This design comes from an exercise in tuning for small area and a short achievable clock period on the open sky130 flow, not from production work. At most, simulation tests tie the RTL to the original design; equivalence was not proved. Power is estimated from default activity; no workload was simulated.

the reference run:
==> module neural_predictor, before the edit <==
module neural_predictor(input clk, input rst, input current_pc_valid, input [15:0] current_pc,
	input result_valid, input [15:0] result_pc, input result,
	output current_should_jump);
	reg [7:0] history;
	reg [575:0] wt;
	reg [7:0] slot_valid;
	reg [7:0] slot_neg;
	reg [7:0] slot_small;
	reg [2:0] wp;
	reg [2:0] rp;
	reg x0, x1, x2, x3, y0, y1;
	wire [3:0] cnt_next = (!history[0] + !history[1] + !history[2] + !history[3])
	                    + (!history[4] + !history[5] + !history[6] + !result);
	wire ny0 = cnt_next >= 4'd2;
	wire ny1 = cnt_next >= 4'd4;
	wire [3:0] npa = cnt_next - {2'd0, ny0 & ny1, ny0 ^ ny1, 1'b0};
	wire [7:0] cp_oh = 8'd1 << current_pc[2:0];
	wire [7:0] r_oh = 8'd1 << result_pc[2:0];
	wire [7:0] cw [0:8];
	genvar p, k, l;
	generate
		for (k = 0; k < 9; k = k + 1) begin : rd
			wire [7:0] ca [0:8];
			assign ca[0] = 8'd0;
			for (p = 0; p < 8; p = p + 1) begin : o
				assign ca[p+1] = ca[p] | (wt[(p*9+k)*8 +: 8] & {8{cp_oh[p]}});
			end
			assign cw[k] = ca[8];
		end
	endgenerate
	wire [7:0] op [0:8];
	assign op[0] = cw[0];
	generate
		for (k = 1; k < 9; k = k + 1) begin : sel
			assign op[k] = cw[k] ^ {8{~history[k-1]}};
		end
	endgenerate
	wire [11:0] ts, tc;
	csa_tree tree(op[0], op[1], op[2], op[3], op[4], op[5], op[6], op[7], op[8],
		x0, x1, x2, y0, y1, ts, tc);
	wire [11:0] gg [0:4];
	wire [11:0] pp [0:4];
	assign gg[0] = (ts & tc) | {11'd0, (ts[0] ^ tc[0]) & x3};
	assign pp[0] = ts ^ tc;
	generate
		for (l = 0; l < 4; l = l + 1) begin : ks
			for (k = 0; k < 12; k = k + 1) begin : b
				if (k >= (1 << l)) begin : c
					assign gg[l+1][k] = gg[l][k] | (pp[l][k] & gg[l][k - (1 << l)]);
					assign pp[l+1][k] = pp[l][k] & pp[l][k - (1 << l)];
				end else begin : n
					assign gg[l+1][k] = gg[l][k];
					assign pp[l+1][k] = pp[l][k];
				end
			end
		end
	endgenerate
	wire [11:0] y = pp[0] ^ {gg[4][10:0], x3};
	wire zero = &(pp[0] ~^ {ts[10:0] | tc[10:0], x3});
	assign current_should_jump = ~y[11] & ~zero;
	wire cur_neg = y[11];
	wire cur_small = (y + 12'd28) <= 12'd56;
	wire pop_valid = result_valid & slot_valid[rp];
	wire s_neg = slot_neg[rp];
	wire s_small = slot_small[rp];
	wire train = pop_valid & (s_small | (result ? s_neg : ~s_neg));
	wire [7:0] rw [0:8];   
	wire [7:0] nw [0:8];
	generate
		for (k = 0; k < 9; k = k + 1) begin : upd
			wire [7:0] ra [0:8];
			assign ra[0] = 8'd0;
			for (p = 0; p < 8; p = p + 1) begin : o
				assign ra[p+1] = ra[p] | (wt[(p*9+k)*8 +: 8] & {8{r_oh[p]}});
			end
			assign rw[k] = ra[8];
			assign nw[k] = rst ? 8'd0 : (rw[k] + {{7{~result}}, 1'b1});
		end
		for (p = 0; p < 8; p = p + 1) begin : wr
			for (k = 0; k < 9; k = k + 1) begin : wk
				wire hbit;
				if (k == 0) begin : b
					assign hbit = 1'b1;
				end else begin : h
					assign hbit = history[k-1];
				end
				always @(posedge clk)
					if (rst | (train & r_oh[p] & hbit))
						wt[(p*9+k)*8 +: 8] <= nw[k];
			end
		end
	endgenerate
	always @(posedge clk) begin
		if (rst) begin
			history <= 8'd0;
			{x0, x1, x2, x3, y0, y1} <= 6'b111111;
			slot_valid <= 8'd0;
			wp <= 3'd0;
			rp <= 3'd0;
		end else begin
			if (pop_valid) begin
				history <= {history[6:0], result};
				{x0, x1, x2, x3, y0, y1} <= {npa > 4'd0, npa > 4'd1, npa > 4'd2, npa > 4'd3, ny0, ny1};
			end
			if (current_pc_valid) begin
				slot_valid[wp] <= 1'b1;
				slot_neg[wp] <= cur_neg;
				slot_small[wp] <= cur_small;
				wp <= wp + 3'd1;
			end
			if (result_valid) begin
				slot_valid[rp] <= 1'b0;
				rp <= rp + 3'd1;
			end
		end
	end
endmodule
clock: 17.0 ns
lec_check: 0
cap_margin: 20
core_margin: 2
core_utilization: 55
cts_buf_list: sky130_fd_sc_hd__clkbuf_16
cts_cluster_diameter: 80
cts_cluster_size: 28
place_density: 0.7
setup_slack_margin: 5
slew_margin: 20
run.sh (not shown) runs the stock make flow with config.mk's settings and CLKGATE_MAP_FILE= SYNTH_SCRIPT=/design/flow/synth_recipe.tcl, a recipe that flattens the netlist after the stock synthesis.
--- input diff the reference run..the trial run ---
--- a/flow/design.v
+++ b/flow/design.v
@@ -16,14 +16,16 @@
 	wire [3:0] npa = cnt_next - {2'd0, ny0 & ny1, ny0 ^ ny1, 1'b0};
 	wire [7:0] cp_oh = 8'd1 << current_pc[2:0];
 	wire [7:0] r_oh = 8'd1 << result_pc[2:0];
+	wire [7:0] cp_ohn = ~cp_oh;
+	wire [7:0] r_ohn = ~r_oh;
 	wire [7:0] cw [0:8];
 	genvar p, k, l;
 	generate
 		for (k = 0; k < 9; k = k + 1) begin : rd
 			wire [7:0] ca [0:8];
-			assign ca[0] = 8'd0;
+			assign ca[0] = 8'hff;
 			for (p = 0; p < 8; p = p + 1) begin : o
-				assign ca[p+1] = ca[p] | (wt[(p*9+k)*8 +: 8] & {8{cp_oh[p]}});
+				assign ca[p+1] = ca[p] & (wt[(p*9+k)*8 +: 8] | {8{cp_ohn[p]}});
 			end
 			assign cw[k] = ca[8];
 		end
@@ -69,9 +71,9 @@
 	generate
 		for (k = 0; k < 9; k = k + 1) begin : upd
 			wire [7:0] ra [0:8];
-			assign ra[0] = 8'd0;
+			assign ra[0] = 8'hff;
 			for (p = 0; p < 8; p = p + 1) begin : o
-				assign ra[p+1] = ra[p] | (wt[(p*9+k)*8 +: 8] & {8{r_oh[p]}});
+				assign ra[p+1] = ra[p] & (wt[(p*9+k)*8 +: 8] | {8{r_ohn[p]}});
 			end
 			assign rw[k] = ra[8];
 			assign nw[k] = rst ? 8'd0 : (rw[k] + {{7{~result}}, 1'b1});
Notes after the runs:
The higher critical path depth of the reference run and the trial run is in the trial run.
The cell area after technology mapping of the trial run was superior to that of the reference run.
Relative to the reference run, number of library cell types mapped by synthesis has increased by 2.6% in the trial run.
The trial run vs the reference run — global placer's final weighted congestion climbed by a few percent
Comparing the reference run and the trial run, the higher power per standard cell area was measured on the trial run.
Summary of the trial run over the reference run: multi-input gate share of total cell area saw little to no change, floorplan die area decreased by about 0.4% relative to the old numbers.
From the reference run to the trial run the numbers moved as follows: starting utilization of the core area now sits higher, area growth from synthesis to final layout picked up an extra 4.8 points, post-cts repair resize count climbed 96, number of detailed-routing iterations run before antenna repair level, worst setup slack dropped 35 ps.
For the trial run, only the layout was checked, not whether the RTL still works.

[re-timing with driven ports]
The flow's constraints put no driver on any port. The routed layouts listed below were extracted and timed again, unchanged, in two steps.
Step 1 (the two cells are an assumption about what drives the block):
set clk [get_ports {clk}]
set_driving_cell -lib_cell sky130_fd_sc_hd__clkbuf_16 $clk
set_driving_cell -lib_cell sky130_fd_sc_hd__buf_2 [delete_from_list [all_inputs] $clk]
Step 2 moves the port delays by t, midway between the first and last clock arrival at a register: inputs arrive t later, outputs are due t later. That takes back most of the time a late clock gives input paths.
Three values: no drivers, after step 1, after step 2; two values: the first two.
run | t (ns) | slack for setup (ns) | slew at the worst register clock pin (ns)
the reference run | 0.655 | 5.086 / 5.036 / 5.036 | 0.11 / 0.11
the trial run | 0.691 | 5.051 / 4.965 / 4.965 | 0.11 / 0.11
After both steps every run listed still meets setup and hold. The setup slack of the trial run, which loses most, moves by -0.086 ns with the drivers and by -0.086 ns with both steps.
